This design comes from an exercise in tuning for small area on the open sky130 flow, not from production work.
Function was checked by simulation only, so behaviour that the tests miss may differ from the original.

==> flow/design.v (outline; a module is shown in full before it is edited, if it fits) <==
// module feed_forward_neural_network_top: 53 lines
// module ffnn_hidden: 457 lines
// module ffnn_mac: 4742 lines
// module ffnn_fa: 4 lines
module feed_forward_neural_network_top #(parameter
    BITS_PER_WORD = 32,
    INPUT_VECTOR_COUNT = 1,
    INPUT_VECTOR_SIZE=2,
    INPUT_WORD_SIZE=1,
    HIDDEN_LAYER_SIZE = 2,
    OUTPUT_VECTOR_SIZE = 1,
    BIAS_SIZE = 1,
    CLOG2_MAX_WEIGHTS_N = 2,
    CLOG2_MAX_WEIGHTS_M = 2
) (
    input clk,
    input reset_n,
    input weights_en,
    input [0:0] weights_layer_address,
    input [CLOG2_MAX_WEIGHTS_N-1:0] weights_n_address,
    input [CLOG2_MAX_WEIGHTS_M-1:0] weights_m_address,
    input signed [BITS_PER_WORD-1:0] weights_data,
    input in_en,
    input[INPUT_VECTOR_SIZE-1:0] in_data,
    output reg out_en,
    output reg[(BITS_PER_WORD * OUTPUT_VECTOR_SIZE)-1:0] out_data
);
  // ...
==> flow/flow/run.sh <==
#!/bin/bash
# The standard layout, except that ABC maps the combinational logic with an
# area-oriented script (flow/abc_area.script, selected by ABC_AREA=1) instead of
# ORFS's delay-driven one, and the port buffers are the smallest buffer cell.
# Everything else is ORFS's own scripts, unchanged.
set -euo pipefail
work=$(pwd)
rm -rf "$work/scripts"
cp -r "$FLOW_HOME/scripts" "$work/scripts"
cp "$work/flow/abc_area.script" "$work/scripts/abc_area.script"
bash "$work/standard.sh" SCRIPTS_DIR="$work/scripts" BUFFER_PORTS_ARGS="-buffer_cell sky130_fd_sc_hd__buf_1" finish > "$work/standard.log" 2>&1
==> flow/flow/abc_area.script <==
&get -n
&st
&dch
&nf -R 1000
&put
==> flow/standard.sh <==
#!/bin/bash
# synth_recipe.tcl (not shown) runs the flow's synth.tcl, then flattens the netlist and writes it again
# the make line also repeats each setting of config.mk as NAME=value (left out here)
make -C /OpenROAD-flow-scripts/flow DESIGN_CONFIG=/design/flow/config.mk WORK_HOME=/design/flow/orfs CLKGATE_MAP_FILE= SYNTH_SCRIPT=/design/flow/synth_recipe.tcl "${@:-finish}"
==> flow/config.mk <==
export PLATFORM = sky130hd
export DESIGN_NAME = feed_forward_neural_network_top
export DESIGN_NICKNAME = feed_forward_neural_network_top
export VERILOG_FILES = /design/flow/design.v
export SDC_FILE = /design/flow/constraint.sdc
export NUM_CORES = 4
export LEC_CHECK = 0
export ABC_AREA = 1
export CAP_MARGIN = 5
export CORE_MARGIN = 2
export CORE_UTILIZATION = 58
export CTS_BUF_LIST = sky130_fd_sc_hd__clkbuf_4 sky130_fd_sc_hd__clkbuf_8
export CTS_CLUSTER_DIAMETER = 80
export CTS_CLUSTER_SIZE = 14
export SLEW_MARGIN = 5
export SYNTH_HIERARCHICAL = 1
==> flow/constraint.sdc <==
create_clock -name core_clock -period 20.0 [get_ports {clk}]
set_input_delay 4.0000 -clock core_clock [delete_from_list [all_inputs] [get_ports {clk}]]
set_output_delay 4.0000 -clock core_clock [all_outputs]
set_load 0.01 [all_outputs]
==> reports/results.ini, run 1 <==
[timing]
clock_skew_ns = 0.0561
worstMarginPinSlew_ns = 1.35
finalSetupViolCount = 0
fin_crit_ns = 19.26

[synth]
synthDistinctLibCells = 40
synth_fa_ha_area_share_pct = 43.6
ys_ff_latch = 321

[cells_and_area]
multi_input_area_share_pct = 74.3
nonClkBufAreaFrac_pct = 3.45
clkbuf_count = 35
area.sequential_um2 = 9310
nFillCells = 6394

[cts]
clk_latency_ns = 0.68
cts.repair.resized = 0

[global_route]
grtUsageTotal_pct = 46.8
antenna_found_initial = 6
use_met3_pct = 20.1

[detailed_routing]
highest_layer = met5
antenna_left = 0

[placed_design]
placed_area_um2 = 51000

[status]
status = no timing/DRC/antenna violations

[worst_setup_path]
reg2reg_slack_ns = 4.00

==> run 2: changes to the inputs <==
--- a/flow/config.mk
+++ b/flow/config.mk
@@ -8,9 +8,10 @@
 export ABC_AREA = 1
 export CAP_MARGIN = 5
 export CORE_MARGIN = 2
-export CORE_UTILIZATION = 58
+export CORE_UTILIZATION = 52
 export CTS_BUF_LIST = sky130_fd_sc_hd__clkbuf_4 sky130_fd_sc_hd__clkbuf_8
 export CTS_CLUSTER_DIAMETER = 80
 export CTS_CLUSTER_SIZE = 14
+export PLACE_DENSITY = 0.75
 export SLEW_MARGIN = 5
 export SYNTH_HIERARCHICAL = 1
==> run 2 against run 1 <==
Still clean on timing, DRC and antenna. First-iteration DRC count up 7.7%. Cell area about the same. Clock skew increased by 0.020 ns. Critical path type unchanged. Highest routed layer unchanged.
==> reports/results.ini, run 2 <==
[cts]
cts_max_path_buffers = 3
cts_root_buf = clkbuf_8
clock-sinks = 321
cts_tree = yes
htreeDepth = 1
numCtsBuffers = 31
hold_buffers = 0
clk_latency_ns = 0.76  ; +0.08 ns
clkTransAtPathRegs_ns = 0.09
post-cts-setup-buffer-count = 0
cts.repair.resized = 0  ; unchanged

[worst_setup_path]
crit_slowest_cell = fa_1
worst_setup_path_start_kind = primary input
criticalPathCategory = primary input to flip-flop
critPathMaxStageDelay_ns = 0.49
path_max_fanout = 32
end_kind = flip-flop
path_common_cell = fa_1
worstPathRequired_ns = 20.68
cp.arrival_ns = 19.83

[cells_and_area]
synthToLayoutAreaGrowth_pct = 8.96
final_cell_mix = fa_1 (1012), o22ai_1 (860), xnor2_1 (537)
drive_gt1_share_pct = 7.52
final_common_cell = fa_1
nFillCells = 7445  ; +16%
final_nets = 5311
finalNonFillerCells = 5409
multi_input_area_um2 = 38400
area.sequential_um2 = 9310  ; unchanged

[detailed_routing]
drtIter0Drc = 6329
via_per_inst = 7.21
drtPass1Iterations = 13
antenna_left = 0  ; unchanged
detail_route.wirelength_um = 185000
num_vias = 39000
routedWlPerCell_um = 34.1
post-route-drc-count = 0

[synth]
synth_top_family_by_area = adder cells
synthXorXnorAreaFrac_pct = 18.3
async_flop_share_pct = 0
synth_cells = 3904
synth_fa_ha_area_share_pct = 43.6  ; unchanged
synth_simple_gate_area_share_pct = 4.67
synth.avg_cell_area_um2 = 12.2
synthTopCellsByArea = fa_1 (43%), edfxtp_1 (18%), o22ai_1 (11%)
synth_compound_area_share_pct = 13.4
yosys_warnings = 7
synth_common_cells = fa_1 (1012), o22ai_1 (860), xnor2_1 (562)
ys_seq_area_share_pct = 19.6
yosysMostFrequentCell = fa_1
synthMuxAreaShare_pct = 0
synth-edff-count = 288
synthDistinctLibCells = 40  ; unchanged
ys_ff_latch = 321  ; unchanged
synth_top_area_share_pct = 42.6
synthFlopType = edfxtp_1
syn_area_um2 = 47500
yosysTopAreaCell = fa_1

[floorplanning]
die-height_um = 306
io_pins = 76
core-area_um2 = 90300
initial_utilization_pct = 52.6
die_area_um2 = 93800
rows = 110
fp.dieW_um = 306

[placed_design]
dp_worst_setup_slack_ns = -0.0872
gp_congestion = 1.04
port_buffers = 75
hpwl_um = 126000
placed_cells = 5363

[timing]
finalSetupViolCount = 0  ; unchanged
period_share_pct = 95.7
maxSlewViolCount = 0
fin_crit_ns = 19.15  ; -0.116 ns
fin_tns_setup_ns = 0
fin_ws_ns = 0.854
slew_headroom_pct = 14.9
rsz0062_at_grt = no
fmax_mhz = 52.2
clock_skew_ns = 0.0763  ; +0.0202 ns
hold_violations = 0
worstMarginPinSlew_ns = 1.28  ; -0.0726 ns
hold_slack_ns = 0.459

[global_route]
grt_pass1_vias = 41200
grt.overflow.total = 0
antenna_found_initial = 7  ; +1
grtUsageTotal_pct = 39.9  ; -6.9 points
grt_max_degree = 66
grt_pass1_wl_um = 272000

[status]
status = no timing/DRC/antenna violations

[flow_run]
cap_viol_max_count = 0

[worst_hold_path]
hold_class = flip-flop to flip-flop

-- run 2: changes by cell type in the layout (fill, tap and decap cells not counted), sizes merged --
cell	delta
clkinv	-4
diode	+3
clkinvlp	+1
clkbuf	-3
buf	+1
inv	-2
-- run 2: modules after synthesis, one instance, submodules excluded --
module | flops+latches | cells inside | times used
feed_forward_neural_network_top | 321 | 432 | 1
ffnn_fa | 0 | 1 | 1010
ffnn_hidden | 0 | 149 | 2
ffnn_mac | 0 | 2164 | 1
-- run 2: kinds of logic (layout without fill, tap and decap cells) --
logic type	count (synthesis)	in the layout
AO/OA/AOI/OAI	1038	1038
AND/OR/NAND/NOR	445	445
other	1	12
buffers and inverters	58	376
XOR/XNOR	993	993
adder cells (fa/ha/maj)	1048	1048
flip-flops	321	321
-- run 2: worst max-delay path, delay by kind of cell --
kind                     cells  cell delay (ns)
adder cells (fa/ha/maj)     23             9.12
AND/OR/NAND/NOR             17             3.39
AO/OA/AOI/OAI               10             2.25
buffers and inverters        5             0.74
XOR/XNOR                     2             0.29
-- run 2: per-layer routing --
layer	GRT usage [%]	share of wire (%)	up-vias
met5	1.19	0.12	-
met1	48.8	34	19200
met2	56.4	40	3872
li1	-	-	14700
met4	21.6	7.7	12
met3	21.4	18	1173
-- run 2: path summary, 6_finish.rpt --
check,endpoint,slack (ns),from,cells past startpoint
worst max-delay path,out_data[30],0.85,in_data[0],57
worst min-delay path,out_en,0.46,out_en,1
worst max register to register,out_data[30],4.06,w1_11[14],53
worst min register to register,out_en,0.46,out_en,1
-- run 2: metrics by stage --
stage	instance area (um2)	utilization, %
CTS	51700	57.3
finish	51800	57.3
floorplan	47500	-
global placement	51200	56.7
global route	51800	57.3
detailed placement	51200	56.7
-- run 2: layout make-up --
cell class	count	area share, %
timing repair buffer	276	3.50
sequential	321	18.0
inverter	58	0.421
tap	1176	2.84
multi-input combinational	3532	74.1
antenna	4	0.0193
clock inverter	10	0.249
clock buffer	32	0.839
==> run 3: changes to the inputs <==
--- a/flow/config.mk
+++ b/flow/config.mk
@@ -12,6 +12,5 @@
 export CTS_BUF_LIST = sky130_fd_sc_hd__clkbuf_4 sky130_fd_sc_hd__clkbuf_8
 export CTS_CLUSTER_DIAMETER = 80
 export CTS_CLUSTER_SIZE = 14
-export PLACE_DENSITY = 0.75
 export SLEW_MARGIN = 5
 export SYNTH_HIERARCHICAL = 1
==> run 3 against run 2 <==
Area after synthesis is the same. Global-route usage grew 0.21 points. Critical path type unchanged. Largest cell class unchanged. Clock-buffer cell count grew 1. Core utilization shrank 0.076 points. Critical endpoint unchanged. Cell area shrank 0.13%. Maximum frequency is essentially flat.
==> reports/results.ini, run 3 <==
[worst_setup_path]
worstPathRequired_ns = 20.68  ; about the same
crit_slowest_cell = fa_1
cp.arrival_ns = 19.82  ; about the same
cp_top_family = adder cells
path_max_fanout = 9  ; -72%
timing.rr.end = out_data[30]
reg2reg_from = w1_11[14]
reg2reg_depth = 54  ; +1.9%
worst_setup_path_start_kind = primary input
crit_buf_inv = 4  ; -1
path_common_cell = fa_1
critPathMaxStageDelay_ns = 0.53  ; +0.04 ns
end_kind = flip-flop
reg2reg_slack_ns = 4.07  ; about the same
criticalPathCategory = primary input to flip-flop

[global_route]
grtUsageTotal_pct = 40.1  ; +0.21 points
grt_pass1_vias = 39300  ; -4.5%
grt.overflow.total = 0  ; unchanged
grt_pass1_wl_um = 272000  ; about the same
antenna_found_initial = 4  ; -3
grt_max_degree = 66  ; unchanged

[synth]
ys_seq_area_share_pct = 19.6  ; unchanged
synthDistinctLibCells = 40  ; unchanged
yosys_warnings = 7  ; unchanged
synth-edff-count = 288  ; unchanged
yosysMostFrequentCell = fa_1
syn_area_um2 = 47500  ; unchanged
synth_cells = 3904  ; unchanged
yosysTopAreaCell = fa_1
synth_top_area_share_pct = 42.6  ; unchanged
synthFlopType = edfxtp_1
synth_common_cells = fa_1 (1012), o22ai_1 (860), xnor2_1 (562)
synthTopCellsByArea = fa_1 (43%), edfxtp_1 (18%), o22ai_1 (11%)
async_flop_share_pct = 0  ; unchanged
ys_ff_latch = 321  ; unchanged
synth.avg_cell_area_um2 = 12.2  ; unchanged

[cells_and_area]
final_nets = 5305  ; -0.11%
synthToLayoutAreaGrowth_pct = 8.81
nFillCells = 7644  ; +2.7%
final_cell_mix = fa_1 (1012), o22ai_1 (860), xnor2_1 (535)
final_common_cell = fa_1
drive_gt1_share_pct = 7.34  ; -0.18 points
finalNonFillerCells = 5402  ; -0.13%
utilization_pct = 57.3  ; -0.076 points

[floorplanning]
io_pins = 76  ; unchanged
initial_utilization_pct = 52.6  ; unchanged
die-height_um = 306  ; unchanged
die_area_um2 = 93800  ; unchanged
core-area_um2 = 90300  ; unchanged
rows = 110  ; unchanged
fp.dieW_um = 306  ; unchanged

[timing]
slew_headroom_pct = 12.7  ; -2.2 points
worstMarginPinSlew_ns = 1.31  ; +0.0331 ns
rsz0062_at_grt = no
fmax_mhz = 52.3  ; about the same
clock_skew_ns = 0.0870  ; +0.0107 ns
maxSlewViolCount = 0  ; unchanged
period_share_pct = 95.7  ; about the same
finalSetupViolCount = 0  ; unchanged
fin_crit_ns = 19.13  ; -0.0116 ns
hold_violations = 0  ; unchanged

[cts]
post-cts-setup-buffer-count = 0  ; unchanged
clkTransAtPathRegs_ns = 0.10  ; about the same
cts_tree = yes
hold_buffers = 0  ; unchanged
clock-sinks = 321  ; unchanged
htreeDepth = 1  ; unchanged
numCtsBuffers = 29  ; -6.5%
cts_root_buf = clkbuf_8
clk_latency_ns = 0.76  ; about the same
cts_max_path_buffers = 3  ; unchanged

[detailed_routing]
post-route-drc-count = 0  ; unchanged
routedWlPerCell_um = 34.2  ; +0.37%
drtPass1Iterations = 8  ; -5
detail_route.wirelength_um = 185000  ; +0.24%
num_vias = 37800  ; -3.0%
antenna_left = 0  ; unchanged
drtIter0Drc = 5406  ; -15%
via_per_inst = 7.00  ; -2.8%

[placed_design]
gp_congestion = 1.01  ; -2.8%
hpwl_um = 129000  ; +2.7%
placed_cells = 5358  ; -0.093%
port_buffers = 75  ; unchanged

[worst_hold_path]
min_to = out_en
hold_path_depth = 1  ; unchanged
hold_class = flip-flop to flip-flop
min_from = out_en

[status]
status = no timing/DRC/antenna violations

[flow_run]
cap_viol_max_count = 0  ; unchanged

run 3: cell counts after synthesis:
Identical to the previous run, type by type.
run 3: layer usage:
layer  part of all wire [%]  global-route usage [%]
met5                 0.0076                       0
met4                    6.1                    18.5
met3                     15                    14.7
met2                     42                    58.9
met1                     37                    53.2
run 3: worst max path at each step:
stage,depth (start not counted),start,endpoint
detailed placement,56,in_data[0],out_data[24]
floorplan,51,in_data[0],out_data[30]
CTS,55,in_data[0],out_data[24]
finish,55,in_data[1],out_data[30]
global placement,55,in_data[0],out_data[24]
global route,54,in_data[0],out_data[30]
run 3: cell type report:
class | count | area [um2] | area share (%)
timing repair buffer | 272 | 1820 | 3.51
sequential | 321 | 9310 | 18.0
tap | 1176 | 1470 | 2.85
clock buffer | 33 | 429 | 0.830
multi-input combinational | 3532 | 38400 | 74.2
clock inverter | 7 | 66.3 | 0.128
antenna | 3 | 7.51 | 0.0145
inverter | 58 | 218 | 0.421
run 3: through the flow:
stage	hold WS (ns)	setup slack (ns)	instance area (um2)	TNS [ns]
6_report	0.471	0.866	51700	0
5_1_grt	0.485	0.00864	51700	0
4_1_cts	0.476	0.696	51600	0
3_5_place_dp	0.452	-0.108	51100	-0.212
3_3_place_gp	0.437	0.0820	51100	0
2_1_floorplan	0.495	0.885	47500	0
run 3: modules after synthesis, one instance, submodules excluded:
module,cells inside,times used
ffnn_mac,2164,1
feed_forward_neural_network_top,432,1
ffnn_hidden,149,2
ffnn_fa,1,1010
run 3: what timing repair did:
| action | in CTS | in global routing |
|---|---|---|
| setup endpoints to repair | 0 | 5 |
| resized for setup | 0 | 9 |
| hold endpoints to repair | 0 | 0 |
run 3: logic make-up (layout without fill, tap and decap cells):
family                     Yosys count  in the layout  share of synthesized area, %
AOI/OAI and AO/OA                 1038           1038                          13.4
xor gates and xnor gates           993            993                          18.3
adders and majority gates         1048           1048                          43.6
buffers and inverters               58            370                         0.458
DFF                                321            321                          19.6
other                                1             11                       0.00789
and+or+nand+nor                    445            445                          4.67
==> run 4: changes to the inputs <==
--- a/flow/config.mk
+++ b/flow/config.mk
@@ -12,5 +12,6 @@
 export CTS_BUF_LIST = sky130_fd_sc_hd__clkbuf_4 sky130_fd_sc_hd__clkbuf_8
 export CTS_CLUSTER_DIAMETER = 80
 export CTS_CLUSTER_SIZE = 14
+export PLACE_DENSITY_LB_ADDON = 0.05
 export SLEW_MARGIN = 5
 export SYNTH_HIERARCHICAL = 1
==> run 4 against run 3 <==
Still clean on timing, DRC and antenna. Sequential share of layout area is essentially flat. Via count down 0.22%. Flip-flop and latch count is the same. Non-clock buffer count is 6 higher. Cell count grew 0.22%. Core utilization is essentially flat. Hold slack lost 0.014 ns. Wire length grew 3.0%. Area after synthesis did not move.
==> reports/results.ini, run 4 <==
[worst_setup_path]
reg2reg_depth = 53  ; -1.9%
timing.rr.end = out_data[30]
worst_setup_path_start_kind = primary input
crit_start = in_data[1]
criticalPathCategory = primary input to flip-flop
end_kind = flip-flop
critPathMaxStageDelay_ns = 0.53  ; about the same
reg2reg_from = w1_10[14]
critPathCapture = out_data[30]
cp.arrival_ns = 19.94  ; +0.12 ns
path_max_fanout = 12  ; +3
crit_slowest_cell = fa_1
path_common_cell = fa_1
worstPathRequired_ns = 20.69  ; about the same
reg2reg_slack_ns = 3.89  ; -0.18 ns

[floorplanning]
die-height_um = 306  ; unchanged
io_pins = 76  ; unchanged
die_area_um2 = 93800  ; unchanged
core-area_um2 = 90300  ; unchanged
initial_utilization_pct = 52.6  ; unchanged
rows = 110  ; unchanged
fp.dieW_um = 306  ; unchanged

[cts]
hold_buffers = 0  ; unchanged
htreeDepth = 1  ; unchanged
cts_max_path_buffers = 3  ; unchanged
cts_tree = yes
numCtsBuffers = 30  ; +3.4%
clock-sinks = 321  ; unchanged
clkTransAtPathRegs_ns = 0.09  ; about the same
post-cts-setup-buffer-count = 0  ; unchanged
clk_latency_ns = 0.76  ; about the same
cts_root_buf = clkbuf_8

[global_route]
grt.overflow.total = 0  ; unchanged
grtUsageTotal_pct = 41.1  ; +1.0 points
grt_max_degree = 66  ; unchanged
grt_pass1_wl_um = 276000  ; +1.5%
antenna_found_initial = 2  ; -2
grt_pass1_vias = 39100  ; -0.50%

[cells_and_area]
final_nets = 5312  ; +0.13%
drive_gt1_share_pct = 7.47  ; +0.13 points
stdcell_area_um2 = 51700  ; about the same
synthToLayoutAreaGrowth_pct = 8.89  ; about the same
nFillCells = 7728  ; +1.1%
final_cell_mix = fa_1 (1012), o22ai_1 (860), xnor2_1 (535)
finalNonFillerCells = 5414  ; +0.22%
area.sequential_um2 = 9310  ; unchanged
multi_input_area_um2 = 38400  ; about the same
final_common_cell = fa_1

[detailed_routing]
num_vias = 37700  ; -0.22%
drtIter0Drc = 5284  ; -2.3%
via_per_inst = 6.97  ; -0.45%
routedWlPerCell_um = 35.2  ; +2.8%
drtPass1Iterations = 7  ; -1
antenna_left = 0  ; unchanged
post-route-drc-count = 0  ; unchanged
detail_route.wirelength_um = 191000  ; +3.0%

[synth]
synth_top_area_share_pct = 42.6  ; unchanged
ys_ff_latch = 321  ; unchanged
synth_cells = 3904  ; unchanged
synth.avg_cell_area_um2 = 12.2  ; unchanged
yosysTopAreaCell = fa_1
yosys_warnings = 7  ; unchanged
ys_seq_area_share_pct = 19.6  ; unchanged
yosysMostFrequentCell = fa_1
async_flop_share_pct = 0  ; unchanged
synthFlopType = edfxtp_1
synthTopCellsByArea = fa_1 (43%), edfxtp_1 (18%), o22ai_1 (11%)
syn_area_um2 = 47500  ; unchanged
synthDistinctLibCells = 40  ; unchanged
synth_common_cells = fa_1 (1012), o22ai_1 (860), xnor2_1 (562)
synth-edff-count = 288  ; unchanged

[placed_design]
port_buffers = 75  ; unchanged
gp_congestion = 1.06  ; +4.5%
placed_area_um2 = 51200  ; about the same
placed_cells = 5365  ; +0.13%
hpwl_um = 134000  ; +3.9%

[timing]
fmax_mhz = 51.9  ; -0.61%
fin_crit_ns = 19.25  ; +0.118 ns
hold_slack_ns = 0.457  ; -0.0137 ns
rsz0062_at_grt = no
fin_tns_setup_ns = 0  ; unchanged
clock_skew_ns = 0.0421  ; -0.0449 ns
worstMarginPinSlew_ns = 1.27  ; -0.0438 ns
maxSlewViolCount = 0  ; unchanged
period_share_pct = 96.3  ; +0.59 points
slew_headroom_pct = 15.4  ; +2.7 points
finalSetupViolCount = 0  ; unchanged
hold_violations = 0  ; unchanged

[flow_run]
cap_viol_max_count = 0  ; unchanged

[status]
status = no timing/DRC/antenna violations

[worst_hold_path]
hold_class = flip-flop to flip-flop

## run 4: how the worst min path moves through the flow
stage | cells past startpoint | slack (ns) | to | start
after floorplan | 1 | 0.50 | out_en | out_en
after global placement | 1 | 0.43 | out_en | out_en
after detailed placement | 1 | 0.44 | out_en | out_en
after CTS | 1 | 0.46 | out_en | out_en
after global routing | 1 | 0.48 | out_en | out_en
final | 1 | 0.46 | out_en | out_en
## run 4: layout make-up
| class | instances | area share (%) |
|---|---|---|
| diodes | 7 | 0.0339 |
| repair buffers | 278 | 3.51 |
| clock inverters | 9 | 0.186 |
| inverters | 58 | 0.421 |
| clock buffers | 33 | 0.842 |
| multi-input cells | 3532 | 74.2 |
| flip-flops and latches | 321 | 18.0 |
| well taps | 1176 | 2.84 |
## run 4: critical path: cells and delay by family
family,cells,cell delay (ns)
compound gates,9,1.80
xor+xnor,2,0.32
fa+ha+maj,26,10.40
buf+inv,3,0.47
simple gates,14,2.91
## run 4: kinds of logic (layout without fill, tap and decap cells)
| group | after synthesis | in the layout | synth area share [%] |
|---|---|---|---|
| fa+ha+maj | 1048 | 1048 | 43.6 |
| simple gates | 445 | 445 | 4.67 |
| flops | 321 | 321 | 19.6 |
| compound gates | 1038 | 1038 | 13.4 |
| other cells | 1 | 15 | 0.00789 |
| xor+xnor | 993 | 993 | 18.3 |
| buf+inv | 58 | 378 | 0.458 |
## run 4: timing repair
action / 4_1_cts / 5_1_grt
resized for setup: 0 / 2
endpoints found under the setup margin: 0 / 2
hold endpoints to repair: 0 / 0
## run 4: per-layer routing
| metal | share of wire, % | GRT usage, % |
|---|---|---|
| met5 | 0.0058 | 0 |
| met2 | 42 | 59.4 |
| met4 | 5.3 | 17.9 |
| met1 | 38 | 55.0 |
| met3 | 15 | 16.3 |
## run 4: stage by stage
stage / utilization, % / setup slack [ns]
global placement: 56.7 / 0.189
finish: 57.3 / 0.747
detailed placement: 56.7 / 0.0337
floorplan: - / 0.885
CTS: 57.3 / 0.840
global route: 57.3 / 0.0132
## run 4: per-module statistics from Yosys, one instance, submodules excluded
module	cell area, um2	copies in the design	cells	flip-flops and latches
ffnn_mac	15600	1	2164	0
ffnn_hidden	905	2	149	0
feed_forward_neural_network_top	9850	1	432	321
ffnn_fa	20.0	1010	1	0
==> run 5: changes to the inputs <==
--- a/flow/config.mk
+++ b/flow/config.mk
@@ -10,8 +10,7 @@
 export CORE_MARGIN = 2
 export CORE_UTILIZATION = 52
 export CTS_BUF_LIST = sky130_fd_sc_hd__clkbuf_4 sky130_fd_sc_hd__clkbuf_8
-export CTS_CLUSTER_DIAMETER = 80
-export CTS_CLUSTER_SIZE = 14
-export PLACE_DENSITY_LB_ADDON = 0.05
+export CTS_CLUSTER_DIAMETER = 90
+export CTS_CLUSTER_SIZE = 17
 export SLEW_MARGIN = 5
 export SYNTH_HIERARCHICAL = 1
==> run 5 against run 4 <==
The layout now fails its checks (max-capacitance violations, max-slew violations). Flip-flop and latch count is the same. Clock-buffer cell count decreased by 3. Synthesized cell count is the same. Non-clock buffer count is 7 lower. Wire length shrank 2.9%. Critical endpoint unchanged.
==> reports/results.ini, run 5 <==
[synth]
synth_cells = 3904  ; unchanged
synthFlopType = edfxtp_1
ys_ff_latch = 321  ; unchanged
synth_common_cells = fa_1 (1012), o22ai_1 (860), xnor2_1 (562)
synthDistinctLibCells = 40  ; unchanged
syn_area_um2 = 47500  ; unchanged
async_flop_share_pct = 0  ; unchanged
synth_top_area_share_pct = 42.6  ; unchanged
synth-edff-count = 288  ; unchanged
synth.avg_cell_area_um2 = 12.2  ; unchanged
ys_seq_area_share_pct = 19.6  ; unchanged
yosys_warnings = 7  ; unchanged
yosysMostFrequentCell = fa_1
yosysTopAreaCell = fa_1
synthTopCellsByArea = fa_1 (43%), edfxtp_1 (18%), o22ai_1 (11%)

[detailed_routing]
num_vias = 37800  ; +0.087%
antenna_left = 0  ; unchanged
drtIter0Drc = 5366  ; +1.6%
via_per_inst = 7.00  ; +0.37%
post-route-drc-count = 0  ; unchanged
drtPass1Iterations = 6  ; -1
detail_route.wirelength_um = 185000  ; -2.9%
routedWlPerCell_um = 34.3  ; -2.6%

[placed_design]
placed_cells = 5358  ; -0.13%
port_buffers = 75  ; unchanged
gp_congestion = 1.01  ; -4.3%
hpwl_um = 129000  ; -3.8%

[worst_setup_path]
worst_setup_path_start_kind = primary input
criticalPathCategory = primary input to flip-flop
crit_slowest_cell = fa_1
reg2reg_slack_ns = 4.08  ; +0.19 ns
worstPathRequired_ns = 20.66  ; -0.03 ns
timing.rr.end = out_data[30]
reg2reg_from = w1_10[14]
path_max_fanout = 31  ; +19
end_kind = flip-flop
critPathMaxStageDelay_ns = 0.53  ; about the same
reg2reg_depth = 53  ; unchanged
cp.arrival_ns = 19.83  ; -0.11 ns
path_common_cell = fa_1

[cts]
cts_root_buf = clkbuf_8
clkTransAtPathRegs_ns = 0.11  ; +0.02 ns
cts_tree = yes
numCtsBuffers = 27  ; -10%
htreeDepth = 1  ; unchanged
clock-sinks = 321  ; unchanged
cts_max_path_buffers = 3  ; unchanged
clk_latency_ns = 0.73  ; -0.03 ns
post-cts-setup-buffer-count = 0  ; unchanged

[timing]
hold_violations = 0  ; unchanged
fin_crit_ns = 19.17  ; -0.0854 ns
fmax_mhz = 52.2  ; +0.45%
period_share_pct = 95.8  ; -0.43 points
maxSlewViolCount = 15  ; +15
finalSetupViolCount = 0  ; unchanged
slew_headroom_pct = -4.11  ; -20 points
worstMarginPinSlew_ns = 1.56  ; +0.292 ns
clock_skew_ns = 0.0657  ; +0.0236 ns

[floorplanning]
core-area_um2 = 90300  ; unchanged
die-height_um = 306  ; unchanged
initial_utilization_pct = 52.6  ; unchanged
io_pins = 76  ; unchanged
rows = 110  ; unchanged
fp.dieW_um = 306  ; unchanged
die_area_um2 = 93800  ; unchanged

[cells_and_area]
final_cell_mix = fa_1 (1012), o22ai_1 (860), xnor2_1 (535)
nFillCells = 7647  ; -1.0%
synthToLayoutAreaGrowth_pct = 8.91  ; about the same
final_common_cell = fa_1
drive_gt1_share_pct = 7.34  ; -0.13 points
final_nets = 5302  ; -0.19%
finalNonFillerCells = 5399  ; -0.28%
multi_input_area_um2 = 38400  ; about the same
area.sequential_um2 = 9310  ; unchanged

[global_route]
grtUsageTotal_pct = 40.1  ; -1.0 points
antenna_found_initial = 6  ; +4
grt_pass1_vias = 39300  ; +0.48%
grt_max_degree = 66  ; unchanged
grt.overflow.total = 0  ; unchanged
grt_pass1_wl_um = 272000  ; -1.5%

[worst_hold_path]
hold_class = flip-flop to flip-flop
hold_path_depth = 1  ; unchanged
min_from = out_en
min_to = out_en

[status]
status = finished with violations
so.violations = max-capacitance violations, max-slew violations

[flow_run]
cap_viol_max_count = 1  ; +1

-- run 5: cell counts after synthesis --
Identical to the previous run, type by type.
-- run 5: worst max path at each step --
stage / start / slack [ns] / end
floorplan: in_data[0] / 0.89 / out_data[30]
global placement: in_data[0] / 0.08 / out_data[24]
detailed placement: in_data[0] / -0.11 / out_data[24]
CTS: in_data[0] / 0.67 / out_data[24]
global route: in_data[0] / -0.003 / out_data[30]
finish: in_data[1] / 0.83 / out_data[30]
-- run 5: layer usage --
| layer | up-vias | wire length (um) | part of all wire, % | global-route usage, % |
|---|---|---|---|---|
| li1 | 14700 | - | - | - |
| met4 | 6 | 11300 | 6.1 | 18.5 |
| met3 | 710 | 27400 | 15 | 14.3 |
| met5 | - | 38 | 0.021 | 0 |
| met2 | 3170 | 78300 | 42 | 59.0 |
| met1 | 19200 | 68100 | 37 | 53.4 |
-- run 5: modules after synthesis (local to each module, per instance) --
| module | cells | area [um2] | flops+latches |
|---|---|---|---|
| ffnn_mac | 2164 | 15600 | 0 |
| feed_forward_neural_network_top | 432 | 9850 | 321 |
| ffnn_hidden | 149 | 905 | 0 |
| ffnn_fa | 1 | 20.0 | 0 |
-- run 5: area by class of cell --
cell class / count / share of cell area, %
timing repair buffer: 271 / 3.46
clock inverter: 10 / 0.346
sequential: 321 / 18.0
clock buffer: 30 / 0.762
multi-input combinational: 3532 / 74.2
inverter: 58 / 0.421
antenna: 1 / 0.00484
tap: 1176 / 2.84
-- run 5: critical path: cells and delay by family --
| family | cells | cell delay [ns] |
|---|---|---|
| adder cells (fa/ha/maj) | 24 | 9.93 |
| AO/OA/AOI/OAI | 9 | 1.70 |
| AND/OR/NAND/NOR | 14 | 2.81 |
| XOR/XNOR | 2 | 0.37 |
| buffers and inverters | 5 | 0.99 |
-- run 5: logic make-up (layout without fill, tap and decap cells) --
| logic type | Yosys count | count (layout) | share of synthesized area (%) |
|---|---|---|---|
| and+or+nand+nor | 445 | 445 | 4.67 |
| DFF | 321 | 321 | 19.6 |
| AOI/OAI and AO/OA | 1038 | 1038 | 13.4 |
| buffers and inverters | 58 | 369 | 0.458 |
| other | 1 | 9 | 0.00789 |
| xor gates and xnor gates | 993 | 993 | 18.3 |
| adders and majority gates | 1048 | 1048 | 43.6 |
-- run 5: repair_timing --
item                                    CTS  global route
endpoints found under the setup margin    0             5
hold buffers                              0             0
resized for setup                         0             9
-- run 5: stage by stage --
step                      setup WS (ns)  utilization, %  instance area [um2]  setup TNS (ns)  hold WS [ns]
final                             0.833            57.3                51700               0         0.474
after global routing           -0.00331            57.3                51700        -0.00331         0.489
after detailed placement         -0.108            56.6                51100          -0.212         0.452
after global placement           0.0820            56.6                51100               0         0.437
after CTS                         0.669            57.3                51700               0         0.479
after floorplan                   0.885               -                47500               0         0.495

-- port drivers added, routing unchanged --
How much do the figures lean on ideal ports? The routed layouts below were timed once more, with nothing changed but the port constraints. Step 1 assumes that a clkbuf_16 drives the clock port and a buf_2 every other input. Step 2, shift: input delay + t, output delay - t, t = (earliest + latest rising clock arrival at the registers) / 2. This alone moves slack from input paths to output paths. a / b / c = no drivers / after step 1 / after step 2; a / b = the first two.
run	t, ns	slack for setup (ns)	hold WS [ns]	slew at the worst register clock pin (ns)
run 1	0.728	0.738 / 0.774 / 0.046	0.455 / 0.455 / 0.455	0.10 / 0.10
run 2	0.784	0.854 / 0.895 / 0.111	0.459 / 0.459 / 0.459	0.11 / 0.11
run 3	0.793	0.866 / 0.917 / 0.124	0.471 / 0.471 / 0.471	0.11 / 0.11
run 4	0.807	0.747 / 0.790 / -0.017	0.457 / 0.457 / 0.457	0.11 / 0.11
run 5	0.781	0.833 / 0.886 / 0.105	0.474 / 0.474 / 0.474	0.12 / 0.12
Met with ideal ports but missed after step 2: setup timing in run 4. For run 4, which loses most, drivers alone change the setup slack by +0.043 ns; drivers and shift together by -0.764 ns.
